Background: an optimization exercise with open tools, aiming at small area and a short achievable clock period. Do not read the settings as production practice. Only simulation tests tie the RTL to the original design; equivalence was not proved. The flow treats the clock pin as an ideal source, which a real chip does not have. Power is estimated from default activity; no workload was simulated.

==> flow/design.v, too long to show whole: its modules and the start of the top module <==
// module alu_inv: 3 lines
// module alu_nand2: 3 lines
// module alu_nor2: 3 lines
// module alu_and2: 3 lines
// module alu_xor2: 3 lines
// module alu_xnor2: 3 lines
// module alu_aoi21: 3 lines
// module alu_oai21: 3 lines
// module alu_aoi22: 3 lines
// module alu_aoi222: 3 lines
// module alu_nand3: 3 lines
// module alu_nand4: 3 lines
// module alu_maj3: 3 lines
// module alu_and2b: 3 lines
// module alu_a21o: 3 lines
// module alu_mux2i: 3 lines
// module alu_subdec: 3 lines
// module ALU: 1252 lines
module ALU(
    input [31:0] rs1,
    input [31:0] rs2,
    input clk,
    input [3:0] sel,
    output reg [31:0] out
);
  // ...
==> flow/flow/run.sh <==
#!/bin/bash
# Standard layout with two changes: plain buf_1 cells as the port buffers, and
# every synthesized cell swapped for its smallest size before placement (the
# resizer sizes up again where needed).
set -euo pipefail
export BUFFER_PORTS_ARGS="-buffer_cell sky130_fd_sc_hd__buf_1"
export POST_FLOORPLAN_TCL="$PWD/flow/downsize.tcl"
bash standard.sh finish > make_finish.log 2>&1
==> flow/flow/downsize.tcl <==
# Swap every cell for the smallest cell of the same function (the same name
# without its drive-strength suffix); the resizer's repair steps that follow
# size up again where slew, capacitance or timing need it.
set dont_use [split $::env(DONT_USE_CELLS)]
set smallest [dict create]
foreach lc [get_lib_cells sky130_fd_sc_hd__*] {
  set n [get_name $lc]
  if {[lsearch -exact $dont_use $n] >= 0} { continue }
  if {![regexp {^(.+)_([0-9]+)$} $n -> fam drv]} { continue }
  set a [get_property $lc area]
  if {![dict exists $smallest $fam] || $a < [lindex [dict get $smallest $fam] 1]} {
    dict set smallest $fam [list $n $a]
  }
}
set count 0
foreach inst [get_cells *] {
  set lc [get_lib_cells -of_objects $inst]
  set n [get_name $lc]
  if {![regexp {^(.+)_([0-9]+)$} $n -> fam drv]} { continue }
  if {![dict exists $smallest $fam]} { continue }
  lassign [dict get $smallest $fam] best a
  if {$best ne $n && $a < [get_property $lc area]} {
    replace_cell $inst $best
    incr count
  }
}
puts "downsize.tcl: replaced $count cells"
==> flow/standard.sh <==
#!/bin/bash
# synth_recipe.tcl (not shown) runs the flow's synth.tcl, then flattens the netlist and writes it again
# the make line also repeats each setting of config.mk as NAME=value (left out here)
make -C /OpenROAD-flow-scripts/flow DESIGN_CONFIG=/design/flow/config.mk WORK_HOME=/design/flow/orfs CLKGATE_MAP_FILE= SYNTH_SCRIPT=/design/flow/synth_recipe.tcl "${@:-finish}"
==> flow/config.mk <==
export PLATFORM = sky130hd
export DESIGN_NAME = ALU
export DESIGN_NICKNAME = ALU
export VERILOG_FILES = /design/flow/design.v
export SDC_FILE = /design/flow/constraint.sdc
export NUM_CORES = 4
export LEC_CHECK = 0
export CAP_MARGIN = 20
export CORE_MARGIN = 2
export CORE_UTILIZATION = 40
export SETUP_SLACK_MARGIN = 1.8
export SLEW_MARGIN = 20
export SYNTH_HIERARCHICAL = 1
==> flow/constraint.sdc <==
create_clock -name core_clock -period 5.0 [get_ports {clk}]
set_input_delay 1.0000 -clock core_clock [delete_from_list [all_inputs] [get_ports {clk}]]
set_output_delay 1.0000 -clock core_clock [all_outputs]
set_load 0.01 [all_outputs]
==> results by group, run 1 <==
Layout
  • Area Overhead vs Synth: 10.9%
  • Logic inverters: 39
  • Seq area share: 9.07%
  • Signal buffers share of area: 12.2%
  • Final Non-Filler Cells: 1046
  • Clock network area share: 2.11%
  • Final nets: 898

Placed design
  • Pre-CTS WS: 0.837 ns
  • Placed cell count: 1000

Clocking
  • Clk sinks: 32
  • TritonCTS Buffers: 5

Pwr
  • Pwr top: combinational cells
  • PnR Total Power: 1.73 mW
  • Comb pwr: 1.06 mW

Critical path
  • Worst path arrival time: 3.28 ns
  • Worst setup endpoint: out[0]$_DFF_P_
  • Worst-path maximum fanout: 10
  • Critical path, cell by cell: buf_1 -> buf_4 -> o21ba_4 -> buf_4 -> buf_4 -> xor2_2 -> nor2b_1 -> a21oi_1 -> o21ai_1 -> a21oi_4 -> o21ai_1 -> a21oi_2 -> mux2i_1 -> nand4_1

Timing
  • Period utilization: 62.4%

Synth
  • Cell taking the most area after synthesis: a22oi_2
  • Synth Area in Compound Gates: 58.9%
  • Synth Area in Simple Gates: 15.4%
  • Mux share of post-synthesis cell area: 0.157%
  • Fraction of synthesized cell area in xor and xnor cells: 13.3%

Global routing
  • Total track usage: 22.0%

Run status
  • Status: complete, no violations

Route
  • Vias per std cell: 6.10
==> inputs of run 2 (changes only) <==
--- a/flow/config.mk
+++ b/flow/config.mk
@@ -9,5 +9,5 @@
 export CORE_MARGIN = 2
 export CORE_UTILIZATION = 40
-export SETUP_SLACK_MARGIN = 1.8
+export SETUP_SLACK_MARGIN = 1.3
 export SLEW_MARGIN = 20
 export SYNTH_HIERARCHICAL = 1
==> run 2 against run 1 <==
Synthesized cell count did not move. Largest power group unchanged. Critical endpoint is now out[30]$_DFF_P_. Non-clock buffer count fell by 25. Worst setup slack got worse by 0.47 ns. Still clean on timing, DRC and antenna. Sequential power rose by 1%. Cell count fell by 2.6%. Total power fell by 6.6%.
==> results by group, run 2 <==
Run status
  • Status: complete, no violations

Pwr
  • Pwr dens: 271 mW/mm^2
  • PnR Total Power: 1.62 mW (-6.6%)
  • Worst vdd ir: 0.129 mV
  • Leakage: 2.27 nW

Route
  • DR DRC count: 0
  • Post-Route WL: 19200 microns
  • First-pass iteration count of the detailed router: 9
  • Routed length per instance: 18.8 microns
  • Vias per std cell: 6.10 (about the same)
  • Final ANT Viol Nets: 0
  • Total via count in the routed design: 6215
  • Drt first-iter violations: 1269

Synth
  • Synth area leaders: a22oi_2 (44%), xor2_1 (11%), dfxtp_1 (10%)
  • Synthesis Warnings: 7
  • Number of synthesized flops with an enable pin: 0
  • Post-Synthesis Cell Area: 0.00636 sq mm
  • Cells after Synth: 667
  • Syn_nets: 736
  • Ys async rst share: 0%
  • Seq/Total Area, Yosys: 10.1%
  • Share of Yosys cell area claimed by the top area cell type: 44.0%
  • Top-count cell post-synth: a22oi_2
  • Post-synth cell types: 21
  • Yosys reg bits: 32
  • Synth Area per Inst: 9.54 sq um
  • Most frequent cells after synthesis: a22oi_2 (224), xor2_1 (80), nand2_1 (60)
  • Cell taking the most area after synthesis: a22oi_2
  • Post-synth top flop: dfxtp_1

Clocking
  • Clock Path Buffers: 2
  • CTS tree: done
  • Clock Pin Slew Worst Setup and Hold Paths: 0.06 ns
  • Root Buffer: clkbuf_16
  • TritonCTS Buffers: 5 (unchanged)
  • Worst-Skew Late Latency: 0.28 ns
  • CTS H-Tree Depth: 2
  • Cts hold-fix bufs: 0
  • Clk sinks: 32 (unchanged)

Critical path
  • FF-to-FF Start: out[0]$_DFF_P_
  • Flop2flop setup slack: 4.01 ns
  • R2R Path End: out[0]$_DFF_P_
  • Critical path launch point type: input port
  • Worst path arrival time: 3.73 ns (+0.45 ns)
  • Worst path required time: 5.14 ns
  • CP endpoint kind: flop
  • Worst-path maximum fanout: 38 (+28)
  • Worst r2r path cells: 2
  • Setup CP Type: in2reg

Global routing
  • First-pass GRT wire length: 28900 microns
  • Pin count of the biggest net entering global routing: 39
  • Number of global-route vias before repair: 5267
  • Antenna violations before repair: 0
  • Total track usage: 21.6% (-0.34 points)
  • Grt total ovfl: 0

Placed design
  • Placer Congestion: 0.924
  • Port bufs: 100
  • DP HPWL: 14300 microns

Timing
  • Final Hold Viols: 0
  • Period utilization: 71.8% (+9.4 points)
  • Least-Margin Pin Slew: 0.940 ns
  • Clk_skew: 0 ns
  • F_max: 279 MHz
  • Final TNS setup: 0 ns
  • Final setup fails: 0
  • Unrepaired setup endpoints after global routing: yes
  • Slew HR: 37.3%
  • Crit path time final: 3.59 ns
  • Final Slew Violations: 0

Die
  • Die area: 0.0169 sq mm
  • Number of core rows: 46
  • Die X: 130 microns
  • Core area: 0.0157 sq mm
  • DIE HEIGHT: 130 microns
  • I/O pin total: 101
  • Initial core utilization: 40.5%

Layout
  • Final Core Density: 38.1%
  • Commonest non-fill, non-tap cell in the layout: a22oi_1
  • Largest Register: out
  • Area Overhead vs Synth: -5.96%
  • Max FFs per register: 32
  • Commonest cells after routing, fill and taps aside: a22oi_1 (224), buf_1 (100), xor2_1 (73), nand2_1 (60), a21oi_1 (44)
  • Final nets: 871 (-3.0%)
  • Antenna cell count: 0
  • Share of cells above drive strength 1: 7.10%
  • Flip-flop and latch area: 641 sq um
  • Fill cell count: 1643
  • Area of the multi-input gates: 0.00415 sq mm
  • Top Registers: out (32)

Flow run
  • Max-Cap Viols: 0

Worst hold path
  • Classification of the worst-slack hold path: reg2reg
  • HP Start: out[23]$_DFF_P_
  • Hold EP: out[23]$_DFF_P_
  • Hold depth: 2
-- run 2: cell count changes in the layout (fill, tap and decap cells not counted), sizes merged --
| cell | change |
|---|---|
| buf | -22 |
| clkinvlp | -5 |
| inv | +4 |
| clkbuf | -2 |
| clkinv | -2 |
| a21oi | -1 |
| bufinv | +1 |
-- run 2: report_power, final --
part           internal [mW]  switching, mW
Combinational          0.331          0.550
Clock                  0.263          0.125
Sequential             0.314         0.0368
-- run 2: worst max path at each step --
| stage | endpoint | slack, ns | from |
|---|---|---|---|
| after detailed placement | out[0]$_DFF_P_ | 0.82 | sel[2] |
| after CTS | out[0]$_DFF_P_ | 1.31 | sel[2] |
| after global placement | out[0]$_DFF_P_ | 0.83 | sel[2] |
| after global routing | out[30]$_DFF_P_ | 1.20 | sel[3] |
| final | out[30]$_DFF_P_ | 1.41 | sel[3] |
| after floorplan | out[24]$_DFF_P_ | 1.36 | sel[2] |
-- run 2: area by class of cell --
type | count | share of cell area, %
Tap cell | 216 | 4.52
Timing Repair Buffer | 127 | 9.87
Inverter | 37 | 2.38
Multi-Input combinational cell | 598 | 69.4
Sequential cell | 32 | 10.7
Clock buffer | 7 | 2.55
Clock inverter | 1 | 0.502
Timing Repair inverter | 1 | 0.125
-- run 2: repair_timing --
action,in CTS,in global routing
setup buffers,0,9
gates cloned,1,0
resized for setup,5,12
pin swaps,0,1
setup endpoints to repair,15,30
-- run 2: Yosys stat by module (local to each module, per instance), a selection --
| module | flip-flops and latches | cell area (sq um) | cells |
|---|---|---|---|
| alu_nand3 | 0 | 5.00 | 1 |
| alu_xnor2 | 0 | 8.76 | 1 |
| alu_aoi22 | 0 | 12.5 | 1 |
| ALU | 32 | 752 | 54 |
| alu_subdec | 0 | 10.0 | 1 |
| alu_nor2 | 0 | 3.75 | 1 |
| alu_aoi222 | 0 | 10.0 | 1 |
| alu_and2b | 0 | 13.8 | 1 |
| alu_mux2i | 0 | 10.0 | 1 |
| alu_inv | 0 | 3.75 | 1 |
-- run 2: cells by family (layout without fill, tap and decap cells) --
kind of cell / after synthesis / in the layout / share of synthesized area, %
buf+inv: 37 / 173 / 2.18
flops: 32 / 32 / 10.1
compound gates: 342 / 342 / 58.9
mux: 1 / 1 / 0.157
simple gates: 158 / 158 / 15.4
xor+xnor: 97 / 97 / 13.3
-- run 2: stage by stage --
stage                     setup slack [ns]  hold WS (ns)  std cells  cell area [sq um]
after floorplan                       1.36         0.556        667               6400
after global placement               0.829         0.511       1001               5630
after detailed placement             0.820         0.505       1001               5630
after CTS                             1.31         0.518       1010               5830
after global routing                  1.20         0.527       1019               5990
final                                 1.41         0.512       1019               5990
-- run 2: worst max-delay path, stage by stage --
cell,delay [ns]
buf_1,0.07
buf_4,0.36
clkinvlp_4,0.14
buf_4,0.21
a22oi_1,0.33
a22oi_1,0.17
a22oi_1,0.33
a22oi_1,0.17
a22oi_1,0.30
a22oi_1,0.18
a22oi_1,0.32
nand3_1,0.13
-- run 2: layer usage --
layer	up-vias	global-route usage, %	part of all wire, %
met4	0	6.45	2.1
met1	2944	29.6	41
li1	2953	-	-
met2	292	36.2	49
met3	26	1.85	7.6
met5	-	0	0
==> inputs of run 3 (changes only) <==
--- a/flow/config.mk
+++ b/flow/config.mk
@@ -9,5 +9,5 @@
 export CORE_MARGIN = 2
 export CORE_UTILIZATION = 40
-export SETUP_SLACK_MARGIN = 1.3
+export SETUP_SLACK_MARGIN = 1.65
 export SLEW_MARGIN = 20
 export SYNTH_HIERARCHICAL = 1
==> run 3 against run 2 <==
Worst hold slack better by 0.0069 ns. Still clean. Register-to-register slack gained 0.05 ns. Clock-buffer cell count is the same. Fmax up 8.6%. Critical path type unchanged.
==> results by group, run 3 <==
Run status
  • Status: complete, no violations

Route
  • Post-Route WL: 19200 microns (-0.17%)
  • Total via count in the routed design: 6236 (+0.34%)
  • Drt first-iter violations: 1152 (-9.2%)
  • First-pass iteration count of the detailed router: 9 (unchanged)
  • Vias per std cell: 6.08 (-0.25%)
  • Final ANT Viol Nets: 0 (unchanged)
  • Routed length per instance: 18.7 microns (-0.76%)
  • DR DRC count: 0 (unchanged)

Flow run
  • Max-Cap Viols: 0 (unchanged)

Synth
  • Synth area leaders: a22oi_2 (44%), xor2_1 (11%), dfxtp_1 (10%)
  • Cells after Synth: 667 (unchanged)
  • Post-Synthesis Cell Area: 0.00636 sq mm (unchanged)
  • Main combinational cell family by area after synthesis: compound AO/OA/AOI/OAI gates
  • Post-Synth Adder-Cell Area: 0% (unchanged)
  • Share of Yosys cell area claimed by the top area cell type: 44.0% (unchanged)
  • Ys async rst share: 0% (unchanged)
  • Synthesis Warnings: 7 (unchanged)
  • Synth Area in Compound Gates: 58.9% (unchanged)
  • Fraction of synthesized cell area in xor and xnor cells: 13.3% (unchanged)
  • Number of synthesized flops with an enable pin: 0 (unchanged)
  • Top-count cell post-synth: a22oi_2
  • Post-synth cell types: 21 (unchanged)
  • Yosys reg bits: 32 (unchanged)
  • Seq/Total Area, Yosys: 10.1% (unchanged)
  • Cell taking the most area after synthesis: a22oi_2
  • Most frequent cells after synthesis: a22oi_2 (224), xor2_1 (80), nand2_1 (60)
  • Mux share of post-synthesis cell area: 0.157% (unchanged)
  • Synth Area per Inst: 9.54 sq um (unchanged)
  • Synth Area in Simple Gates: 15.4% (unchanged)
  • Syn_nets: 736 (unchanged)
  • Post-synth top flop: dfxtp_1

Global routing
  • Total track usage: 21.6% (about the same)
  • First-pass GRT wire length: 29000 microns (+0.29%)
  • Pin count of the biggest net entering global routing: 35 (-10%)
  • Number of global-route vias before repair: 5364 (+1.8%)
  • Grt total ovfl: 0 (unchanged)
  • Antenna violations before repair: 0 (unchanged)

Layout
  • Max FFs per register: 32 (unchanged)
  • Top Registers: out (32)
  • Share of cells above drive strength 1: 13.7% (+6.6 points)
  • Largest Register: out
  • Commonest non-fill, non-tap cell in the layout: a22oi_1
  • Final nets: 877 (+0.69%)
  • Area Overhead vs Synth: 1.00%
  • Commonest cells after routing, fill and taps aside: a22oi_1 (207), buf_1 (95), xor2_1 (61), nand2_1 (60), a21oi_1 (40)
  • Antenna cell count: 0 (unchanged)

Die
  • Die X: 130 microns (unchanged)
  • I/O pin total: 101 (unchanged)
  • DIE HEIGHT: 130 microns (unchanged)
  • Core area: 0.0157 sq mm (unchanged)
  • Die area: 0.0169 sq mm (unchanged)
  • Initial core utilization: 40.5% (unchanged)
  • Number of core rows: 46 (unchanged)

Clocking
  • CTS H-Tree Depth: 2 (unchanged)
  • Clk sinks: 32 (unchanged)
  • TritonCTS Buffers: 5 (unchanged)
  • CTS tree: done
  • Root Buffer: clkbuf_16
  • Cts hold-fix bufs: 0 (unchanged)
  • Clock Path Buffers: 2 (unchanged)
  • Clock Pin Slew Worst Setup and Hold Paths: 0.06 ns (about the same)
  • Worst-Skew Late Latency: 0.28 ns (about the same)

Critical path
  • Critical path launch point type: input port
  • Flop2flop setup slack: 4.06 ns (+0.05 ns)
  • R2R Path End: out[0]$_DFF_P_
  • Worst path arrival time: 3.46 ns (-0.27 ns)
  • Worst r2r path cells: 2 (unchanged)
  • Setup CP Type: in2reg
  • FF-to-FF Start: out[0]$_DFF_P_
  • CP endpoint kind: flop
  • Worst-path maximum fanout: 34 (-11%)
  • Worst path required time: 5.15 ns (about the same)

Placed design
  • Port bufs: 100 (unchanged)
  • DP HPWL: 14200 microns (-1.0%)
  • Placer Congestion: 0.937 (+1.5%)

Pwr
  • PnR Total Power: 1.70 mW (+4.9%)
  • Pwr dens: 264 mW/mm^2 (-2.3%)
  • Worst vdd ir: 0.106 mV (-18%)
  • Leakage: 2.36 nW (+3.8%)

Timing
  • Final TNS setup: 0 ns (unchanged)
  • Least-Margin Pin Slew: 1.06 ns (+0.116 ns)
  • Final Slew Violations: 0 (unchanged)
  • Final Hold Viols: 0 (unchanged)
  • Slew HR: 29.6% (-7.7 points)
  • Period utilization: 66.1% (-5.7 points)
  • Clk_skew: 0 ns (unchanged)
  • F_max: 302 MHz (+8.6%)
  • Unrepaired setup endpoints after global routing: yes
  • Final setup fails: 0 (unchanged)
  • Crit path time final: 3.31 ns (-0.283 ns)

Worst hold path
  • HP Start: out[20]$_DFF_P_
  • Classification of the worst-slack hold path: reg2reg
  • Hold EP: out[20]$_DFF_P_
  • Hold depth: 2 (unchanged)
[run 3: changes by cell type in the layout (fill, tap and decap cells not counted), sizes merged]
cell	delta
buf	+1
clkbuf	+4
inv	-2
clkinvlp	+3
[run 3: repair_timing]
item / 4_1_cts / 5_1_grt
pin swaps: 1 / 5
endpoints found under the setup margin: 32 / 32
gates cloned: 1 / 1
resized for setup: 30 / 56
endpoints found under the hold margin: 0 / 0
setup buffers: 0 / 14
[run 3: layout make-up]
| cell class | instances | area (sq um) |
|---|---|---|
| multi-input combinational | 598 | 4520 |
| clock inverter | 1 | 30.0 |
| inverter | 37 | 148 |
| sequential | 32 | 641 |
| tap | 216 | 270 |
| fill | 1614 | 9280 |
| timing repair inverter | 2 | 15.0 |
| timing repair buffer | 132 | 654 |
| clock buffer | 7 | 153 |
[run 3: critical path: stages]
cell	delay, ns
clkbuf_4	0.23
clkinvlp_2	0.12
buf_4	0.24
a22oi_1	0.30
a22oi_1	0.16
a22oi_1	0.29
a22oi_1	0.18
a22oi_1	0.29
a22oi_1	0.17
a22oi_1	0.33
nand3_1	0.11
[run 3: cells by family after synthesis]
logic type,Yosys count
xor+xnor,97
compound gates,342
buf+inv,37
simple gates,158
flops,32
mux,1
[run 3: power by group]
part	switching [mW]	leakage (nW)	total (mW)	internal, mW
combinational	0.590	2.00	0.960	0.370
sequential	0.0366	0.268	0.351	0.314
clock	0.126	0.0901	0.389	0.263
[run 3: layer usage]
metal  part of all wire (%)  track usage (%)
met1                     40             29.3
met2                     48             35.1
met3                    8.6             2.30
met5                      0                0
met4                    3.6             8.73
[run 3: worst max-delay path by stage]
stage / endpoint / startpoint / slack, ns / cells after the start
5_1_grt: out[29]$_DFF_P_ / sel[3] / 1.61 / 11
4_1_cts: out[2]$_DFF_P_ / rs2[0] / 1.65 / 10
2_1_floorplan: out[24]$_DFF_P_ / sel[2] / 1.65 / 11
6_report: out[10]$_DFF_P_ / sel[3] / 1.69 / 11
3_5_place_dp: out[21]$_DFF_P_ / sel[0] / 0.57 / 13
3_3_place_gp: out[0]$_DFF_P_ / sel[0] / 0.69 / 13
[run 3: metrics by stage]
step	util, %	hold slack, ns	cell area, sq um	setup WS [ns]	std cells
detailed placement	35.8	0.505	5630	0.565	1001
global route	40.9	0.544	6430	1.61	1025
CTS	38.0	0.522	5970	1.65	1010
finish	40.9	0.519	6430	1.69	1025
global placement	35.8	0.510	5630	0.685	1001
floorplan	-	0.556	6510	1.65	667
[run 3: modules after synthesis (local to each module, per instance), a selection]
| module | area [sq um] | cells inside |
|---|---|---|
| alu_inv | 3.75 | 1 |
| alu_xor2 | 8.76 | 1 |
| alu_subdec | 10.0 | 1 |
| alu_nand3 | 5.00 | 1 |
| alu_nand4 | 6.26 | 1 |
| alu_and2b | 13.8 | 1 |
| alu_mux2i | 10.0 | 1 |
| alu_oai21 | 5.00 | 1 |
==> inputs of run 4 (changes only) <==
--- a/flow/config.mk
+++ b/flow/config.mk
@@ -9,5 +9,5 @@
 export CORE_MARGIN = 2
 export CORE_UTILIZATION = 40
-export SETUP_SLACK_MARGIN = 1.65
+export SETUP_SLACK_MARGIN = 1.4
 export SLEW_MARGIN = 20
 export SYNTH_HIERARCHICAL = 1
==> run 4 against run 3 <==
Clock-buffer cell count fell by 1. Flip-flop and latch count is the same. Routed wire length fell by 0.81%. Still clean on timing, DRC and antenna. Critical path type unchanged.
==> results by group, run 4 <==
Run status
  • Status: complete, no violations

Pwr
  • Sequential power share: 22.5% (+1.9 points)
  • Clk network pwr share: 19.7% (-3.2 points)
  • Gate power share: 57.9% (+1.4 points)
  • NetSw: 0.716 mW (-4.9%)
  • Internal: 0.834 mW (-12%)
  • Leakage: 2.25 nW (-4.4%)
  • Pwr dens: 259 mW/mm^2 (-2.1%)
  • Net switching share of the total power: 46.2% (+1.9 points)
  • Worst vdd ir: 0.126 mV (+19%)

Timing
  • Final TNS setup: 0 ns (unchanged)
  • F_max: 288 MHz (-4.7%)
  • Final Slew Violations: 0 (unchanged)
  • Period utilization: 69.4% (+3.3 points)
  • Final Hold Viols: 0 (unchanged)
  • Least-Margin Pin Slew: 0.939 ns (-0.116 ns)
  • Slew HR: 37.3% (+7.8 points)
  • Crit path time final: 3.47 ns (+0.164 ns)
  • Final setup fails: 0 (unchanged)
  • Clk_skew: 0 ns (unchanged)
  • Min Hold Slack: 0.511 ns (-0.00794 ns)
  • Unrepaired setup endpoints after global routing: yes

Clocking
  • Worst-Skew Late Latency: 0.28 ns (about the same)
  • Root Buffer: clkbuf_16
  • Clock Pin Slew Worst Setup and Hold Paths: 0.06 ns (about the same)
  • CTS H-Tree Depth: 2 (unchanged)
  • TritonCTS Buffers: 5 (unchanged)
  • Clock Path Buffers: 2 (unchanged)
  • CTS tree: done
  • Clk sinks: 32 (unchanged)

Route
  • Post-Route WL: 19000 microns (-0.81%)
  • Routed length per instance: 18.7 microns (about the same)
  • Drt first-iter violations: 1195 (+3.7%)
  • Final ANT Viol Nets: 0 (unchanged)
  • Vias per std cell: 6.05 (-0.55%)
  • DR DRC count: 0 (unchanged)
  • First-pass iteration count of the detailed router: 9 (unchanged)
  • Total via count in the routed design: 6153 (-1.3%)

Synth
  • Number of synthesized flops with an enable pin: 0 (unchanged)
  • Post-synth top flop: dfxtp_1
  • Most frequent cells after synthesis: a22oi_2 (224), xor2_1 (80), nand2_1 (60)
  • Synth area leaders: a22oi_2 (44%), xor2_1 (11%), dfxtp_1 (10%)
  • Seq/Total Area, Yosys: 10.1% (unchanged)
  • Post-synth cell types: 21 (unchanged)
  • Synthesis Warnings: 7 (unchanged)
  • Syn_nets: 736 (unchanged)
  • Ys async rst share: 0% (unchanged)
  • Cells after Synth: 667 (unchanged)
  • Synth Area per Inst: 9.54 sq um (unchanged)
  • Top-count cell post-synth: a22oi_2
  • Cell taking the most area after synthesis: a22oi_2
  • Share of Yosys cell area claimed by the top area cell type: 44.0% (unchanged)
  • Post-Synthesis Cell Area: 0.00636 sq mm (unchanged)
  • Yosys reg bits: 32 (unchanged)

Layout
  • Largest Register: out
  • Fill cell count: 1655 (+2.5%)
  • Flip-flop and latch area: 641 sq um (unchanged)
  • Commonest cells after routing, fill and taps aside: a22oi_1 (224), buf_1 (98), xor2_1 (70), nand2_1 (60), a21oi_1 (45)
  • Share of cells above drive strength 1: 7.62% (-6.1 points)
  • Area of the multi-input gates: 0.00420 sq mm (-7.0%)
  • Max FFs per register: 32 (unchanged)
  • Antenna cell count: 0 (unchanged)
  • Commonest non-fill, non-tap cell in the layout: a22oi_1
  • Final nets: 870 (-0.80%)
  • Top Registers: out (32)
  • Area Overhead vs Synth: -5.94%

Placed design
  • Port bufs: 100 (unchanged)
  • Placer Congestion: 0.951 (+1.5%)
  • DP HPWL: 14100 microns (-0.73%)

Worst hold path
  • Classification of the worst-slack hold path: reg2reg

Global routing
  • Antenna violations before repair: 0 (unchanged)
  • Grt total ovfl: 0 (unchanged)
  • Pin count of the biggest net entering global routing: 37 (+5.7%)
  • Number of global-route vias before repair: 5155 (-3.9%)
  • First-pass GRT wire length: 27400 microns (-5.6%)
  • Total track usage: 20.5% (-1.1 points)

Die
  • Die X: 130 microns (unchanged)
  • I/O pin total: 101 (unchanged)
  • DIE HEIGHT: 130 microns (unchanged)
  • Number of core rows: 46 (unchanged)
  • Initial core utilization: 40.5% (unchanged)
  • Die area: 0.0169 sq mm (unchanged)
  • Core area: 0.0157 sq mm (unchanged)

Critical path
  • Critical path launch point type: input port
  • CP endpoint kind: flop
  • Setup CP Type: in2reg
  • Worst path arrival time: 3.62 ns (+0.16 ns)
  • Worst-path maximum fanout: 32 (-5.9%)
  • Worst path required time: 5.15 ns (about the same)

Flow run
  • Max-Cap Viols: 0 (unchanged)
[run 4: cell counts after synthesis]
Identical to the previous run, type by type.
[run 4: critical path: stages]
cell and delay [ns]:
buf_1 0.17, inv_1 0.71, a22oi_1 0.23, a22oi_1 0.32
a22oi_1 0.18, a22oi_1 0.29, a22oi_1 0.19, a22oi_1 0.37
nand3_1 0.13
[run 4: layer usage]
layer  part of all wire (%)  wire length [microns]  up-vias  track usage (%)
met5                      0                      0        -                0
met4                    3.7                    696        0             6.89
met3                    7.4                   1400       46             1.76
met2                     47                   8940      288             34.3
met1                     42                   7980     2869             27.8
li1                       -                      -     2950                -
[run 4: modules after synthesis (local to each module, per instance), excerpt]
module	cells inside	cell area, sq um	times used
ALU	54	752	1
alu_and2b	1	13.8	32
alu_aoi22	1	12.5	224
alu_aoi222	1	10.0	32
alu_inv	1	3.75	30
alu_mux2i	1	10.0	1
alu_nand2	1	3.75	59
alu_nand3	1	5.00	31
alu_nor2	1	3.75	22
alu_oai21	1	5.00	34
alu_subdec	1	10.0	4
alu_xnor2	1	8.76	16
[run 4: worst paths after layout]
check	startpoint	endpoint	cells after the start	slack [ns]
max	rs2[0]	out[5]$_DFF_P_	9	1.53
min	out[25]$_DFF_P_	out[25]$_DFF_P_	2	0.51
max reg2reg	out[0]$_DFF_P_	out[0]$_DFF_P_	2	4.02
min reg2reg	out[25]$_DFF_P_	out[25]$_DFF_P_	2	0.51
[run 4: repair_timing]
action                                  4_1_cts  5_1_grt
hold buffers                                  0        0
resized for setup                             8       22
pin swaps                                     0        1
setup buffers                                 0       10
hold endpoints to repair                      0        0
gates cloned                                  0        3
endpoints found under the setup margin       21       31
[run 4: power groups by stage]
stage	Clock [mW]	Combinational (mW)	Sequential [mW]
detailed placement	0	0.832	0.353
floorplan	0	0.793	0.374
global placement	0	0.832	0.355
finish	0.305	0.897	0.348
global route	0.318	0.981	0.353
CTS	0.309	0.839	0.348
[run 4: cells by family (layout without fill, tap and decap cells)]
| logic type | after synthesis | count (layout) | synth area share [%] |
|---|---|---|---|
| xor gates and xnor gates | 97 | 97 | 13.3 |
| DFF | 32 | 32 | 10.1 |
| muxes | 1 | 1 | 0.157 |
| buffers and inverters | 37 | 170 | 2.18 |
| AOI/OAI and AO/OA | 342 | 343 | 58.9 |
| and+or+nand+nor | 158 | 158 | 15.4 |
[run 4: stage by stage]
| step | total power, mW | cells | util [%] | setup slack (ns) | area [sq um] |
|---|---|---|---|---|---|
| global route | 1.65 | 1017 | 38.1 | 1.39 | 5990 |
| detailed placement | 1.19 | 997 | 35.6 | 0.772 | 5600 |
| global placement | 1.19 | 997 | 35.6 | 0.863 | 5600 |
| CTS | 1.50 | 1004 | 36.6 | 1.40 | 5750 |
| finish | 1.55 | 1017 | 38.1 | 1.53 | 5990 |
| floorplan | 1.17 | 667 | - | 1.42 | 6410 |
[run 4: final cells by class]
class / count / area share [%]
Clock inverter: 1 / 0.0836
Timing Repair inverter: 1 / 0.125
Sequential cell: 32 / 10.7
Multi-Input combinational cell: 599 / 70.2
Timing Repair Buffer: 125 / 9.84
Inverter: 37 / 2.38
Clock buffer: 6 / 2.15
Tap cell: 216 / 4.51
==> inputs of run 5 (changes only) <==
--- a/flow/config.mk
+++ b/flow/config.mk
@@ -9,5 +9,5 @@
 export CORE_MARGIN = 2
 export CORE_UTILIZATION = 40
-export SETUP_SLACK_MARGIN = 1.4
+export SETUP_SLACK_MARGIN = 1.5
 export SLEW_MARGIN = 20
 export SYNTH_HIERARCHICAL = 1
==> run 5 against run 4 <==
First-iteration DRC count fell by 11%. Worst hold slack got worse by 0.0013 ns. Largest power group unchanged. Critical endpoint is now out[22]$_DFF_P_. Critical path type unchanged. Die area unchanged. Fmax up 4.4%. Combinational power is 1% higher. Total power is 2.1% higher. Synthesized area stayed put.
==> results by group, run 5 <==
Synth
  • Cell taking the most area after synthesis: a22oi_2
  • Post-Synthesis Cell Area: 0.00636 sq mm (unchanged)
  • Most frequent cells after synthesis: a22oi_2 (224), xor2_1 (80), nand2_1 (60)
  • Synth area leaders: a22oi_2 (44%), xor2_1 (11%), dfxtp_1 (10%)
  • Post-synth top flop: dfxtp_1
  • Top-count cell post-synth: a22oi_2
  • Yosys reg bits: 32 (unchanged)
  • Ys async rst share: 0% (unchanged)
  • Share of Yosys cell area claimed by the top area cell type: 44.0% (unchanged)
  • Cells after Synth: 667 (unchanged)
  • Number of synthesized flops with an enable pin: 0 (unchanged)
  • Post-synth cell types: 21 (unchanged)
  • Seq/Total Area, Yosys: 10.1% (unchanged)
  • Synth Area per Inst: 9.54 sq um (unchanged)
  • Syn_nets: 736 (unchanged)
  • Synthesis Warnings: 7 (unchanged)

Clocking
  • Clock Pin Slew Worst Setup and Hold Paths: 0.05 ns (about the same)
  • Clock Path Buffers: 2 (unchanged)
  • Clk sinks: 32 (unchanged)
  • CTS tree: done
  • CTS H-Tree Depth: 2 (unchanged)
  • TritonCTS Buffers: 5 (unchanged)
  • Cts hold-fix bufs: 0 (unchanged)
  • Root Buffer: clkbuf_16
  • Worst-Skew Late Latency: 0.30 ns (+0.02 ns)

Pwr
  • Leakage: 2.25 nW (about the same)
  • Gate power share: 57.3% (-0.6 points)
  • NetSw: 0.729 mW (+1.8%)
  • Net switching share of the total power: 46.1% (-0.14 points)
  • Internal: 0.854 mW (+2.4%)
  • Sequential power share: 21.9% (-0.6 points)
  • PnR Total Power: 1.58 mW (+2.1%)
  • Pwr dens: 260 mW/mm^2 (+0.63%)
  • Clk network pwr share: 20.8% (+1.1 points)
  • Worst vdd ir: 0.137 mV (+8.6%)

Timing
  • Period utilization: 66.5% (-2.9 points)
  • Final Slew Violations: 0 (unchanged)
  • Final setup fails: 0 (unchanged)
  • Crit path time final: 3.32 ns (-0.146 ns)
  • F_max: 301 MHz (+4.4%)
  • Final TNS setup: 0 ns (unchanged)
  • Final Hold Viols: 0 (unchanged)
  • Clk_skew: 0 ns (unchanged)
  • Min Hold Slack: 0.510 ns (-0.00131 ns)
  • Unrepaired setup endpoints after global routing: no
  • Slew HR: 37.5% (+0.12 points)
  • Least-Margin Pin Slew: 0.936 ns (-0.00304 ns)

Global routing
  • Total track usage: 21.6% (+1.1 points)
  • Grt total ovfl: 0 (unchanged)
  • Antenna violations before repair: 0 (unchanged)
  • Pin count of the biggest net entering global routing: 37 (unchanged)
  • Number of global-route vias before repair: 5360 (+4.0%)
  • First-pass GRT wire length: 28500 microns (+4.1%)

Placed design
  • Placed cell count: 997 (unchanged)
  • Port bufs: 100 (unchanged)
  • DP HPWL: 13800 microns (-1.5%)
  • Placer Congestion: 0.932 (-1.9%)

Layout
  • Commonest cells after routing, fill and taps aside: a22oi_1 (224), buf_1 (94), xor2_1 (65), nand2_1 (60), a21oi_1 (43)
  • Final Non-Filler Cells: 1012 (-0.49%)
  • Largest Register: out
  • Area of the multi-input gates: 0.00431 sq mm (+2.6%)
  • Flip-flop and latch area: 641 sq um (unchanged)
  • Commonest non-fill, non-tap cell in the layout: a22oi_1
  • Antenna cell count: 0 (unchanged)
  • Final nets: 864 (-0.69%)
  • Fill cell count: 1689 (+2.1%)
  • Top Registers: out (32)
  • Max FFs per register: 32 (unchanged)
  • Share of cells above drive strength 1: 8.42% (+0.80 points)
  • Area Overhead vs Synth: -4.52%
  • Final Core Density: 38.7% (+0.57 points)

Critical path
  • CP max stage cell: o21ba_4
  • Flop2flop setup slack: 4.14 ns (+0.12 ns)
  • CP top delay family: compound AO/OA/AOI/OAI gates
  • Worst r2r path cells: 2 (unchanged)
  • FF-to-FF Start: out[0]$_DFF_P_
  • Critical path launch point type: input port
  • Worst path required time: 5.23 ns (+0.08 ns)
  • CP endpoint kind: flop
  • Critical path, cell by cell: buf_2 -> o21ba_4 -> buf_12 -> xor2_4 -> nor2b_2 -> a21oi_4 -> o21ai_4 -> a21oi_1 -> buf_4 -> o21ai_1 -> buf_4 -> inv_1 -> o21ai_1 -> xor2_1 -> nand2_1 -> nand3_1
  • Worst-path maximum fanout: 9 (-72%)
  • Setup CP Type: in2reg
  • Crit path buf inv count: 5 (+3)
  • Worst setup endpoint: out[22]$_DFF_P_
  • Setup crit start: sel[0]
  • Slowest stage delay, CP: 0.27 ns (-0.44 ns)
  • R2R Path End: out[0]$_DFF_P_
  • CP Depth: 16 (+7)
  • Worst path arrival time: 3.56 ns (-0.06 ns)

Route
  • Routed length per instance: 19.1 microns (+1.9%)
  • Drt first-iter violations: 1068 (-11%)
  • Total via count in the routed design: 6196 (+0.70%)
  • DR DRC count: 0 (unchanged)
  • Final ANT Viol Nets: 0 (unchanged)
  • Vias per std cell: 6.12 (+1.2%)
  • First-pass iteration count of the detailed router: 10 (+1)
  • Post-Route WL: 19300 microns (+1.4%)

Die
  • DIE HEIGHT: 130 microns (unchanged)
  • Initial core utilization: 40.5% (unchanged)
  • Core area: 0.0157 sq mm (unchanged)
  • Number of core rows: 46 (unchanged)
  • Die X: 130 microns (unchanged)
  • I/O pin total: 101 (unchanged)
  • Die area: 0.0169 sq mm (unchanged)

Run status
  • Status: complete, no violations

Worst hold path
  • Classification of the worst-slack hold path: reg2reg

Flow run
  • Max-Cap Viols: 0 (unchanged)
==> run 5: cell types whose count changed in the layout (fill, tap and decap cells not counted), moves of 4 or more <==
cell    delta
xor2_4     +5
xor2_1     -5
buf_1      -4
buf_4      -4
==> run 5: power by group through the flow <==
stage | clock network, mW | registers (mW) | logic, mW
detailed placement | 0 | 0.352 | 0.836
finish | 0.329 | 0.347 | 0.907
CTS | 0.337 | 0.347 | 0.856
global placement | 0 | 0.352 | 0.834
floorplan | 0 | 0.374 | 0.798
global route | 0.346 | 0.353 | 0.993
==> run 5: worst min-delay path by stage <==
| stage | from | end | slack, ns | cells after the start |
|---|---|---|---|---|
| 2_1_floorplan | out[11]$_DFF_P_ | out[11]$_DFF_P_ | 0.56 | 2 |
| 3_3_place_gp | out[28]$_DFF_P_ | out[28]$_DFF_P_ | 0.50 | 2 |
| 3_5_place_dp | out[7]$_DFF_P_ | out[7]$_DFF_P_ | 0.50 | 2 |
| 4_1_cts | out[7]$_DFF_P_ | out[7]$_DFF_P_ | 0.52 | 2 |
| 5_1_grt | out[14]$_DFF_P_ | out[14]$_DFF_P_ | 0.54 | 2 |
| 6_report | out[16]$_DFF_P_ | out[16]$_DFF_P_ | 0.51 | 2 |
==> run 5: layout make-up <==
cell class / instances / area share [%]
Inverter: 37 / 2.41
Tap cell: 216 / 4.45
Multi-Input combinational cell: 598 / 71.0
Timing Repair Buffer: 119 / 8.96
Timing Repair inverter: 2 / 0.247
Sequential cell: 32 / 10.5
Clock buffer: 8 / 2.41
==> run 5: worst reg2reg max path, cell delays in order, from the launching register on <==
cell      delay [ns]
dfxtp_1         0.33
a222oi_1        0.29
nand4_1         0.12
==> run 5: metrics by stage <==
step / area, sq um / worst slack [ns]
after CTS: 5850 / 1.50
after global placement: 5610 / 0.660
after global routing: 6080 / 1.50
after detailed placement: 5610 / 0.585
final: 6080 / 1.68
after floorplan: 6460 / 1.51
==> run 5: logic make-up after synthesis <==
group / Yosys count / share of synthesized area, %
buffers and inverters: 37 / 2.18
xor gates and xnor gates: 97 / 13.3
and+or+nand+nor: 158 / 15.4
AOI/OAI and AO/OA: 342 / 58.9
muxes: 1 / 0.157
DFF: 32 / 10.1
==> run 5: timing repair <==
action	4_1_cts	5_1_grt
resized for setup	21	32
pin swaps	0	1
endpoints found under the setup margin	25	32
buffers inserted	0	5
cloned	0	2
==> run 5: per-module statistics from Yosys (local to each module, per instance), excerpt <==
module	flops+latches	cell area [sq um]	cells
alu_mux2i	0	10.0	1
alu_inv	0	3.75	1
alu_nand3	0	5.00	1
ALU	32	752	54
alu_subdec	0	10.0	1
alu_and2b	0	13.8	1
alu_aoi222	0	10.0	1
alu_oai21	0	5.00	1
alu_nor2	0	3.75	1
alu_a21o	0	7.51	1
alu_aoi21	0	8.76	1
alu_xnor2	0	8.76	1
==> run 5: layer usage <==
| layer | part of all wire (%) | up-vias | GRT usage, % |
|---|---|---|---|
| met1 | 44 | 2930 | 29.8 |
| li1 | - | 2918 | - |
| met2 | 45 | 315 | 34.3 |
| met5 | 0 | - | 0 |
| met3 | 8.3 | 33 | 3.69 |
| met4 | 2.6 | 0 | 6.89 |
==> inputs of run 6 (changes only) <==
--- a/flow/config.mk
+++ b/flow/config.mk
@@ -9,4 +9,5 @@
 export CORE_MARGIN = 2
 export CORE_UTILIZATION = 40
+export GPL_TIMING_DRIVEN = 1
 export SETUP_SLACK_MARGIN = 1.5
 export SLEW_MARGIN = 20
==> run 6 against run 5 <==
Design area is the same. Register-to-register slack about the same. Flip-flop and latch count is the same. Via count unchanged. Fmax is the same. Clock power barely moved. Total power did not move. Worst hold slack is the same. Worst setup slack did not move. Still clean. Cell count is the same.
==> results by group, run 6 <==
Synth
  • Synthesis Warnings: 7 (unchanged)
  • Post-synth top flop: dfxtp_1
  • Cells after Synth: 667 (unchanged)
  • Yosys reg bits: 32 (unchanged)
  • Number of synthesized flops with an enable pin: 0 (unchanged)
  • Synth area leaders: a22oi_2 (44%), xor2_1 (11%), dfxtp_1 (10%)
  • Seq/Total Area, Yosys: 10.1% (unchanged)
  • Most frequent cells after synthesis: a22oi_2 (224), xor2_1 (80), nand2_1 (60)
  • Synth Area per Inst: 9.54 sq um (unchanged)
  • Ys async rst share: 0% (unchanged)
  • Syn_nets: 736 (unchanged)
  • Post-Synthesis Cell Area: 0.00636 sq mm (unchanged)
  • Cell taking the most area after synthesis: a22oi_2
  • Top-count cell post-synth: a22oi_2
  • Post-synth cell types: 21 (unchanged)
  • Share of Yosys cell area claimed by the top area cell type: 44.0% (unchanged)

Die
  • Core area: 0.0157 sq mm (unchanged)
  • Number of core rows: 46 (unchanged)
  • Die X: 130 microns (unchanged)
  • DIE HEIGHT: 130 microns (unchanged)
  • Initial core utilization: 40.5% (unchanged)
  • Die area: 0.0169 sq mm (unchanged)
  • I/O pin total: 101 (unchanged)

Layout
  • Max FFs per register: 32 (unchanged)
  • Fill cell count: 1689 (unchanged)
  • Area Overhead vs Synth: -4.52% (unchanged)
  • Final Non-Filler Cells: 1012 (unchanged)
  • Antenna cell count: 0 (unchanged)
  • Final instance area: 0.00608 sq mm (unchanged)
  • Commonest cells after routing, fill and taps aside: a22oi_1 (224), buf_1 (94), xor2_1 (65), nand2_1 (60), a21oi_1 (43)
  • Final nets: 864 (unchanged)
  • Top Registers: out (32)
  • Commonest non-fill, non-tap cell in the layout: a22oi_1
  • Share of cells above drive strength 1: 8.42% (unchanged)
  • Largest Register: out
  • Flip-flop and latch area: 641 sq um (unchanged)
  • Area of the multi-input gates: 0.00431 sq mm (unchanged)

Clocking
  • TritonCTS Buffers: 5 (unchanged)
  • CTS tree: done
  • Clock Path Buffers: 2 (unchanged)
  • Root Buffer: clkbuf_16
  • Worst-Skew Late Latency: 0.30 ns (about the same)
  • Clk sinks: 32 (unchanged)
  • CTS H-Tree Depth: 2 (unchanged)
  • Cts hold-fix bufs: 0 (unchanged)
  • Clock Pin Slew Worst Setup and Hold Paths: 0.05 ns (about the same)

Timing
  • Crit path time final: 3.32 ns (unchanged)
  • Least-Margin Pin Slew: 0.936 ns (unchanged)
  • Slew HR: 37.5% (unchanged)
  • Final setup fails: 0 (unchanged)
  • Period utilization: 66.5% (unchanged)
  • Final Slew Violations: 0 (unchanged)
  • Unrepaired setup endpoints after global routing: no
  • Final Hold Viols: 0 (unchanged)
  • Setup ws final: 1.68 ns (unchanged)
  • Clk_skew: 0 ns (unchanged)
  • F_max: 301 MHz (unchanged)
  • Final TNS setup: 0 ns (unchanged)

Global routing
  • Total track usage: 21.6% (unchanged)
  • First-pass GRT wire length: 28500 microns (unchanged)
  • Number of global-route vias before repair: 5360 (unchanged)
  • Antenna violations before repair: 0 (unchanged)
  • Grt total ovfl: 0 (unchanged)
  • Pin count of the biggest net entering global routing: 37 (unchanged)

Flow run
  • Max-Cap Viols: 0 (unchanged)

Critical path
  • CP endpoint kind: flop
  • Slowest stage delay, CP: 0.27 ns (about the same)
  • R2R Path End: out[0]$_DFF_P_
  • Worst r2r path cells: 2 (unchanged)
  • Critical path, cell by cell: buf_2 -> o21ba_4 -> buf_12 -> xor2_4 -> nor2b_2 -> a21oi_4 -> o21ai_4 -> a21oi_1 -> buf_4 -> o21ai_1 -> buf_4 -> inv_1 -> o21ai_1 -> xor2_1 -> nand2_1 -> nand3_1
  • Flop2flop setup slack: 4.14 ns (about the same)
  • Worst path required time: 5.23 ns (about the same)
  • Worst path arrival time: 3.56 ns (about the same)
  • CP max stage cell: o21ba_4
  • Setup CP Type: in2reg
  • Setup crit start: sel[0]
  • Critical path launch point type: input port
  • FF-to-FF Start: out[0]$_DFF_P_
  • Worst-path maximum fanout: 9 (unchanged)
  • Worst setup endpoint: out[22]$_DFF_P_

Placed design
  • Placed cell count: 997 (unchanged)
  • Pre-CTS WS: 0.585 ns (unchanged)
  • DP HPWL: 13800 microns (unchanged)
  • Placer Congestion: 0.932 (unchanged)
  • Port bufs: 100 (unchanged)
  • Cell Area, Placed: 0.00561 sq mm (unchanged)

Route
  • Total via count in the routed design: 6196 (unchanged)
  • Drt first-iter violations: 1068 (unchanged)
  • Post-Route WL: 19300 microns (unchanged)
  • Routed length per instance: 19.1 microns (unchanged)
  • Final ANT Viol Nets: 0 (unchanged)
  • Vias per std cell: 6.12 (unchanged)
  • DR DRC count: 0 (unchanged)
  • First-pass iteration count of the detailed router: 10 (unchanged)

Worst hold path
  • Classification of the worst-slack hold path: reg2reg

Pwr
  • Worst vdd ir: 0.137 mV (unchanged)
  • Pwr dens: 260 mW/mm^2 (unchanged)
  • PnR Total Power: 1.58 mW (unchanged)
  • Leakage: 2.25 nW (unchanged)

Run status
  • Status: complete, no violations
==> run 6: kinds of logic after synthesis <==
group                  synth area share, %
AND/OR/NAND/NOR                       15.4
AO/OA/AOI/OAI                         58.9
flip-flops                            10.1
XOR/XNOR                              13.3
multiplexers                         0.157
buffers and inverters                 2.18
==> run 6: modules after synthesis (local to each module, per instance), excerpt <==
module	flops+latches	cells	area [sq um]
ALU	32	54	752
alu_a21o	0	1	7.51
alu_and2b	0	1	13.8
alu_aoi21	0	1	8.76
alu_aoi22	0	1	12.5
alu_aoi222	0	1	10.0
alu_inv	0	1	3.75
alu_nand2	0	1	3.75
alu_nand4	0	1	6.26
alu_oai21	0	1	5.00
alu_subdec	0	1	10.0
==> run 6: final cells by class <==
class                           count  area share, %
Multi-Input combinational cell    598           71.0
Clock buffer                        8           2.41
Tap cell                          216           4.45
Inverter                           37           2.41
Timing Repair Buffer              119           8.96
Sequential cell                    32           10.5
Timing Repair inverter              2          0.247
==> run 6: repair_timing <==
action	4_1_cts	5_1_grt
setup buffers	0	5
endpoints found under the setup margin	25	32
pin swaps	0	1
gates resized for setup	21	32
gates cloned	0	2
==> run 6: report_power, final <==
group | switching (mW) | total (mW) | leakage, nW | internal (mW)
Sequential | 0.0334 | 0.347 | 0.268 | 0.314
Clock | 0.130 | 0.329 | 0.0712 | 0.199
Combinational | 0.566 | 0.907 | 1.91 | 0.341
==> run 6: metal layers <==
| metal | track usage [%] | part of all wire (%) |
|---|---|---|
| met1 | 29.8 | 44 |
| met2 | 34.3 | 45 |
| met3 | 3.69 | 8.3 |
| met4 | 6.89 | 2.6 |
| met5 | 0 | 0 |
==> run 6: worst min-delay path by stage <==
stage | from | endpoint | slack, ns | cells past startpoint
global route | out[14]$_DFF_P_ | out[14]$_DFF_P_ | 0.54 | 2
global placement | out[28]$_DFF_P_ | out[28]$_DFF_P_ | 0.50 | 2
CTS | out[7]$_DFF_P_ | out[7]$_DFF_P_ | 0.52 | 2
detailed placement | out[7]$_DFF_P_ | out[7]$_DFF_P_ | 0.50 | 2
floorplan | out[11]$_DFF_P_ | out[11]$_DFF_P_ | 0.56 | 2
finish | out[16]$_DFF_P_ | out[16]$_DFF_P_ | 0.51 | 2
==> run 6: stage by stage <==
stage / utilization [%] / hold WS [ns]
after floorplan: - / 0.556
after global placement: 35.7 / 0.501
after detailed placement: 35.7 / 0.502
after CTS: 37.2 / 0.517
after global routing: 38.7 / 0.540
final: 38.7 / 0.510
==> run 6: critical path: cells and delay by family <==
| kind | cells | cell delay, ns |
|---|---|---|
| and+or+nand+nor | 3 | 0.35 |
| AOI/OAI and AO/OA | 6 | 0.99 |
| xor gates and xnor gates | 2 | 0.38 |
| buffers and inverters | 5 | 0.82 |
==> inputs of run 7 (changes only) <==
--- a/flow/config.mk
+++ b/flow/config.mk
@@ -9,5 +9,5 @@
 export CORE_MARGIN = 2
 export CORE_UTILIZATION = 40
-export GPL_TIMING_DRIVEN = 1
+export CTS_BUF_LIST = sky130_fd_sc_hd__clkbuf_4 sky130_fd_sc_hd__clkbuf_8
 export SETUP_SLACK_MARGIN = 1.5
 export SLEW_MARGIN = 20
==> run 7 against run 6 <==
Synthesized cell count stayed put. Core utilization down 0.17 points. Register-to-register slack lost 0.03 ns. Clock-buffer cell count unchanged. Cell count stayed put. Clock skew unchanged. Design area shrank 0.43%. Global-route usage decreased by 0.11 points. Sequential share of layout area is essentially flat. Critical path type unchanged.
==> results by group, run 7 <==
Critical path
  • Setup CP Type: in2reg
  • Crit path buf inv count: 2 (-3)
  • Critical path, cell by cell: buf_1 -> clkinvlp_4 -> a22oi_1 -> a22oi_1 -> a22oi_1 -> a22oi_1 -> a22oi_1 -> a22oi_1 -> a22oi_1 -> nand3_1
  • CP top delay family: compound AO/OA/AOI/OAI gates
  • Worst-path maximum fanout: 16 (+7)
  • Cell mode on critical path: a22oi_1
  • Slowest stage delay, CP: 0.43 ns (+0.16 ns)
  • CP max stage cell: clkinvlp_4
  • Worst path required time: 5.19 ns (-0.04 ns)
  • CP endpoint kind: flop
  • Worst path arrival time: 3.65 ns (+0.09 ns)
  • Critical path launch point type: input port

Route
  • DR DRC count: 0 (unchanged)
  • Routed length per instance: 19.1 microns (about the same)
  • First-pass iteration count of the detailed router: 10 (unchanged)
  • Final ANT Viol Nets: 0 (unchanged)
  • Drt first-iter violations: 998 (-6.6%)
  • Post-Route WL: 19300 microns (about the same)
  • Vias per std cell: 6.08 (-0.66%)
  • Total via count in the routed design: 6155 (-0.66%)

Synth
  • Post-synth top flop: dfxtp_1
  • Top-count cell post-synth: a22oi_2
  • Number of synthesized flops with an enable pin: 0 (unchanged)
  • Post-synth cell types: 21 (unchanged)
  • Post-Synthesis Cell Area: 0.00636 sq mm (unchanged)
  • Synth area leaders: a22oi_2 (44%), xor2_1 (11%), dfxtp_1 (10%)
  • Syn_nets: 736 (unchanged)
  • Ys async rst share: 0% (unchanged)
  • Synthesis Warnings: 7 (unchanged)
  • Seq/Total Area, Yosys: 10.1% (unchanged)
  • Most frequent cells after synthesis: a22oi_2 (224), xor2_1 (80), nand2_1 (60)
  • Yosys reg bits: 32 (unchanged)
  • Synth Area per Inst: 9.54 sq um (unchanged)
  • Cell taking the most area after synthesis: a22oi_2
  • Share of Yosys cell area claimed by the top area cell type: 44.0% (unchanged)
  • Cells after Synth: 667 (unchanged)

Clocking
  • TritonCTS Buffers: 5 (unchanged)
  • Clock Pin Slew Worst Setup and Hold Paths: 0.07 ns (+0.02 ns)
  • CTS tree: done
  • Clk sinks: 32 (unchanged)
  • Cts hold-fix bufs: 0 (unchanged)
  • Worst-Skew Late Latency: 0.32 ns (+0.02 ns)
  • Clock Path Buffers: 2 (unchanged)
  • Root Buffer: clkbuf_8
  • CTS H-Tree Depth: 2 (unchanged)

Global routing
  • Grt total ovfl: 0 (unchanged)
  • First-pass GRT wire length: 28400 microns (-0.46%)
  • Total track usage: 21.5% (-0.11 points)
  • Pin count of the biggest net entering global routing: 37 (unchanged)
  • Antenna violations before repair: 0 (unchanged)
  • Number of global-route vias before repair: 5312 (-0.90%)

Pwr
  • Pwr dens: 248 mW/mm^2 (-4.8%)
  • Internal: 0.779 mW (-8.7%)
  • Sequential power share: 23.1% (+1.2 points)
  • Gate power share: 60.7% (+3.4 points)
  • Leakage: 2.24 nW (-0.64%)
  • Clk network pwr share: 16.2% (-4.6 points)
  • Net switching share of the total power: 48.1% (+2.0 points)
  • Worst vdd ir: 0.0931 mV (-32%)
  • NetSw: 0.721 mW (-1.1%)

Timing
  • Min Hold Slack: 0.516 ns (+0.00615 ns)
  • Final TNS setup: 0 ns (unchanged)
  • Final Hold Viols: 0 (unchanged)
  • Clk_skew: 0 ns (unchanged)
  • F_max: 289 MHz (-3.9%)
  • Final setup fails: 0 (unchanged)
  • Crit path time final: 3.46 ns (+0.135 ns)
  • Slew HR: 37.9% (+0.43 points)
  • Least-Margin Pin Slew: 0.930 ns (-0.00640 ns)
  • Final Slew Violations: 0 (unchanged)
  • Unrepaired setup endpoints after global routing: no
  • Period utilization: 69.2% (+2.7 points)

Layout
  • Final Non-Filler Cells: 1012 (unchanged)
  • Top Registers: out (32)
  • Commonest cells after routing, fill and taps aside: a22oi_1 (224), buf_1 (95), xor2_1 (64), nand2_1 (60), a21oi_1 (43)
  • Flip-flop and latch area: 641 sq um (unchanged)
  • Largest Register: out
  • Antenna cell count: 0 (unchanged)
  • Area of the multi-input gates: 0.00434 sq mm (+0.61%)
  • Share of cells above drive strength 1: 8.79% (+0.38 points)
  • Area Overhead vs Synth: -4.93%
  • Final nets: 864 (unchanged)
  • Commonest non-fill, non-tap cell in the layout: a22oi_1
  • Max FFs per register: 32 (unchanged)
  • Fill cell count: 1690 (+0.059%)
  • Final instance area: 0.00605 sq mm (-0.43%)
  • Final Core Density: 38.5% (-0.17 points)

Placed design
  • Port bufs: 100 (unchanged)
  • Placer Congestion: 0.932 (unchanged)
  • Placed cell count: 997 (unchanged)
  • Cell Area, Placed: 0.00561 sq mm (unchanged)
  • DP HPWL: 13800 microns (unchanged)

Die
  • DIE HEIGHT: 130 microns (unchanged)
  • Die X: 130 microns (unchanged)
  • Number of core rows: 46 (unchanged)
  • Die area: 0.0169 sq mm (unchanged)
  • Core area: 0.0157 sq mm (unchanged)
  • I/O pin total: 101 (unchanged)
  • Initial core utilization: 40.5% (unchanged)

Worst hold path
  • Classification of the worst-slack hold path: reg2reg

Flow run
  • Max-Cap Viols: 0 (unchanged)

Run status
  • Status: complete, no violations
[run 7: cell counts after synthesis]
Identical to the previous run, type by type.
[run 7: cell families after synthesis]
group           after synthesis  share of synthesized area [%]
compound gates              342                           58.9
simple gates                158                           15.4
xor+xnor                     97                           13.3
buf+inv                      37                           2.18
flops                        32                           10.1
mux                           1                          0.157
[run 7: repair_timing]
item,4_1_cts,5_1_grt
gates cloned,0,2
setup endpoints to repair,22,32
pin swaps,0,1
buffers inserted,0,5
hold endpoints to repair,0,0
resized for setup,18,37
[run 7: worst paths after layout]
path,from,depth (start not counted),to,slack (ns)
setup / recovery,sel[3],10,out[6]$_DFF_P_,1.54
hold / removal,out[16]$_DFF_P_,2,out[16]$_DFF_P_,0.52
setup reg to reg,out[0]$_DFF_P_,2,out[0]$_DFF_P_,4.11
hold reg to reg,out[16]$_DFF_P_,2,out[16]$_DFF_P_,0.52
[run 7: layout make-up]
type,count,area share [%]
multi-input cells,598,71.7
flip-flops and latches,32,10.6
repair buffers,119,8.93
well taps,216,4.47
inverters,37,2.42
clock buffers,8,1.61
repair inverters,2,0.248
[run 7: Yosys stat by module, one instance, submodules excluded, excerpt]
| module | cell area [sq um] | copies in the design | cells |
|---|---|---|---|
| alu_nor2 | 3.75 | 22 | 1 |
| alu_a21o | 7.51 | 1 | 1 |
| alu_nand3 | 5.00 | 31 | 1 |
| alu_and2b | 13.8 | 32 | 1 |
| alu_nand2 | 3.75 | 59 | 1 |
| ALU | 752 | 1 | 54 |
[run 7: through the flow]
stage | power, mW | setup slack (ns)
global route | 1.61 | 1.50
floorplan | 1.17 | 1.51
CTS | 1.45 | 1.50
finish | 1.50 | 1.54
detailed placement | 1.19 | 0.585
global placement | 1.19 | 0.660
[run 7: routing by layer]
| layer | vias up | part of all wire (%) | global-route usage, % |
|---|---|---|---|
| met1 | 2908 | 45 | 29.9 |
| met2 | 293 | 45 | 34.1 |
| met4 | 0 | 1.9 | 7.08 |
| li1 | 2927 | - | - |
| met3 | 27 | 7.4 | 3.12 |
| met5 | - | 0 | 0 |
[run 7: worst register-to-register path: stages, from the launching register on]
cell and delay (ns):
dfxtp_1 0.34, a222oi_1 0.30, nand4_1 0.13
[run 7: power groups by stage]
stage	logic [mW]	registers, mW	clock network [mW]
after floorplan	0.798	0.374	0
after global placement	0.834	0.352	0
after detailed placement	0.836	0.352	0
after CTS	0.852	0.347	0.255
after global routing	0.997	0.352	0.258
final	0.911	0.347	0.243
==> inputs of run 8 (changes only) <==
==> flow/flow/run.sh (replaced) <==
#!/bin/bash
# Standard layout with three changes: plain buf_1 cells as the port buffers;
# every synthesized cell swapped for its smallest size before placement (the
# resizer sizes up again where needed); and after clock tree synthesis, cells
# the timing repair sized up are sized down again wherever the worst setup
# slack stays at the repair's target (SETUP_SLACK_MARGIN).
set -euo pipefail
export BUFFER_PORTS_ARGS="-buffer_cell sky130_fd_sc_hd__buf_1"
export POST_FLOORPLAN_TCL="$PWD/flow/downsize.tcl"
export POST_CTS_TCL="$PWD/flow/recover.tcl"
bash standard.sh finish > make_finish.log 2>&1
==> flow/flow/recover.tcl (new file) <==
# Area recovery: swap cells for smaller sizes of the same function wherever
# the worst setup slack stays at or above the target.
set ar_period $::env(FLOW_PERIOD_NS)
proc ar_wns {} {
  estimate_parasitics -placement
  return [expr {[sta::worst_slack_cmd max] * 1e9}]
}
proc ar_run {target {product 0}} {
  set fam [dict create]
  foreach lc [get_lib_cells sky130_fd_sc_hd__*] {
    if {[get_property $lc dont_use]} { continue }
    set n [get_name $lc]
    if {![regexp {^(.+)_([0-9]+)$} $n -> f d]} { continue }
    dict lappend fam $f [list $n [get_property $lc area]]
  }
  set wns [ar_wns]
  if {$wns < $target} { set target $wns }
  set a0 [expr {[rsz::design_area] * 1e12}]
  set tried 0
  set kept 0
  set best [expr {$a0 * ($::ar_period - $wns)}]
  foreach inst [get_cells *] {
    set name [get_full_name $inst]
    if {[string match clkbuf_* $name] || [string match clkload* $name]} { continue }
    set lc [get_lib_cells -of_objects $inst]
    if {$lc eq "" || $lc eq "NULL"} { continue }
    set cur [get_name $lc]
    if {![regexp {^(.+)_([0-9]+)$} $cur -> f d]} { continue }
    if {![dict exists $fam $f]} { continue }
    set area [get_property $lc area]
    set smaller {}
    foreach x [dict get $fam $f] { if {[lindex $x 1] < $area} { lappend smaller $x } }
    set smaller [lsort -real -decreasing -index 1 $smaller]
    foreach x $smaller {
      incr tried
      replace_cell $inst [lindex $x 0]
      set w [ar_wns]
      if {$product} {
        set s [expr {[rsz::design_area] * 1e12 * ($::ar_period - $w)}]
        set ok [expr {$s < $best}]
      } else {
        set ok [expr {$w >= $target}]
      }
      if {$ok} {
        if {$product} { set best $s }
        set cur [lindex $x 0]
        incr kept
      } else {
        replace_cell $inst $cur
        break
      }
    }
  }
  set w [ar_wns]
  puts [format "recover.tcl: %d tried, %d kept; area %.1f -> %.1f, wns %.3f (target %.3f)" \
          $tried $kept $a0 [expr {[rsz::design_area] * 1e12}] $w $target]
}
ar_run $::env(SETUP_SLACK_MARGIN)
--- a/flow/config.mk
+++ b/flow/config.mk
@@ -9,5 +9,4 @@
 export CORE_MARGIN = 2
 export CORE_UTILIZATION = 40
-export CTS_BUF_LIST = sky130_fd_sc_hd__clkbuf_4 sky130_fd_sc_hd__clkbuf_8
 export SETUP_SLACK_MARGIN = 1.5
 export SLEW_MARGIN = 20
==> run 8 against run 7 <==
The flow now stops in clock tree synthesis (4_1_cts). Synthesized area unchanged. Synthesized cell count did not move.
==> results by group, run 8 <==
Synth
  • Ys async rst share: 0% (unchanged)
  • Seq/Total Area, Yosys: 10.1% (unchanged)
  • Number of synthesized flops with an enable pin: 0 (unchanged)
  • Share of Yosys cell area claimed by the top area cell type: 44.0% (unchanged)
  • Yosys reg bits: 32 (unchanged)
  • Syn_nets: 736 (unchanged)
  • Most frequent cells after synthesis: a22oi_2 (224), xor2_1 (80), nand2_1 (60)
  • Synth area leaders: a22oi_2 (44%), xor2_1 (11%), dfxtp_1 (10%)
  • Post-synth cell types: 21 (unchanged)
  • Post-synth top flop: dfxtp_1
  • Synth Area per Inst: 9.54 sq um (unchanged)
  • Synthesis Warnings: 7 (unchanged)
  • Post-Synthesis Cell Area: 0.00636 sq mm (unchanged)
  • Cells after Synth: 667 (unchanged)
  • Top-count cell post-synth: a22oi_2
  • Cell taking the most area after synthesis: a22oi_2

Die
  • DIE HEIGHT: 130 microns (unchanged)
  • Die X: 130 microns (unchanged)
  • Initial core utilization: 40.5% (unchanged)
  • Number of core rows: 46 (unchanged)
  • I/O pin total: 101 (unchanged)

Placed design
  • Cell Area, Placed: 0.00561 sq mm (unchanged)
  • Port bufs: 100 (unchanged)
  • Pre-CTS WS: 0.585 ns (unchanged)
  • Placed cell count: 997 (unchanged)
  • DP HPWL: 13800 microns (unchanged)
  • Placer Congestion: 0.932 (unchanged)

Run status
  • Failed at: clock tree synthesis (4_1_cts)
  • Status: aborted with a tool error
  • Stop err: Error: cts.tcl, 90 can't read "::ar_period": no such variable

Clocking
  • Clk sinks: 32 (unchanged)
run 8: cell counts after synthesis:
Identical to the previous run, type by type.
run 8: power groups by stage:
stage	registers, mW	logic (mW)	clock network, mW
3_5_place_dp	0.352	0.836	0
3_3_place_gp	0.352	0.834	0
2_1_floorplan	0.374	0.798	0
run 8: worst min-delay path by stage:
stage,start,depth (start not counted),endpoint
after floorplan,out[11]$_DFF_P_,2,out[11]$_DFF_P_
after global placement,out[28]$_DFF_P_,2,out[28]$_DFF_P_
after detailed placement,out[7]$_DFF_P_,2,out[7]$_DFF_P_
run 8: modules after synthesis (local to each module, per instance), a selection:
module      cells  times used
ALU            54           1
alu_a21o        1           1
alu_aoi222      1          32
alu_nand4       1           1
alu_nand3       1          31
alu_aoi22       1         224
alu_mux2i       1           1
alu_and2b       1          32
alu_subdec      1           4
alu_xnor2       1          16
alu_inv         1          30
run 8: cells by family after synthesis:
kind of cell    count (synthesis)  share of synthesized area, %
compound gates                342                          58.9
simple gates                  158                          15.4
xor+xnor                       97                          13.3
buf+inv                        37                          2.18
flops                          32                          10.1
mux                             1                         0.157

## re-timing with driven ports
The results above use ideal ports. As a check the final layouts listed here were re-extracted and re-timed, cells and wires unchanged.
Step 1: set_driving_cell puts a clkbuf_16 on clk and a buf_2 on each other input, an assumption about the parent block.
Step 2 moves the port delays by t, midway between the first and last clock arrival at a register: inputs arrive t later, outputs are due t later. That takes back most of the time a late clock gives input paths.
Slacks: ideal ports / drivers / drivers and shift; pairs: ideal ports / drivers.
run | t (ns) | slack for setup (ns) | worst setup path at the end | worst data-port slew with drivers (ns)
run 1 | 0.327 | 1.880 / 1.894 / 1.568 | input to register | 0.04
run 2 | 0.322 | 1.411 / 1.426 / 1.104 | input to register | 0.05
run 3 | 0.317 | 1.694 / 1.698 / 1.382 | input to register | 0.05
run 4 | 0.316 | 1.530 / 1.544 / 1.228 | input to register | 0.06
run 5 | 0.338 | 1.676 / 1.696 / 1.358 | input to register | 0.05
run 6 | 0.338 | 1.676 / 1.696 / 1.358 | input to register | 0.05
run 7 | 0.359 | 1.540 / 1.551 / 1.192 | input to register | 0.05
After both steps every run listed still meets setup and hold. The setup slack of run 7, which loses most, moves by +0.011 ns with the drivers and by -0.348 ns with both steps.
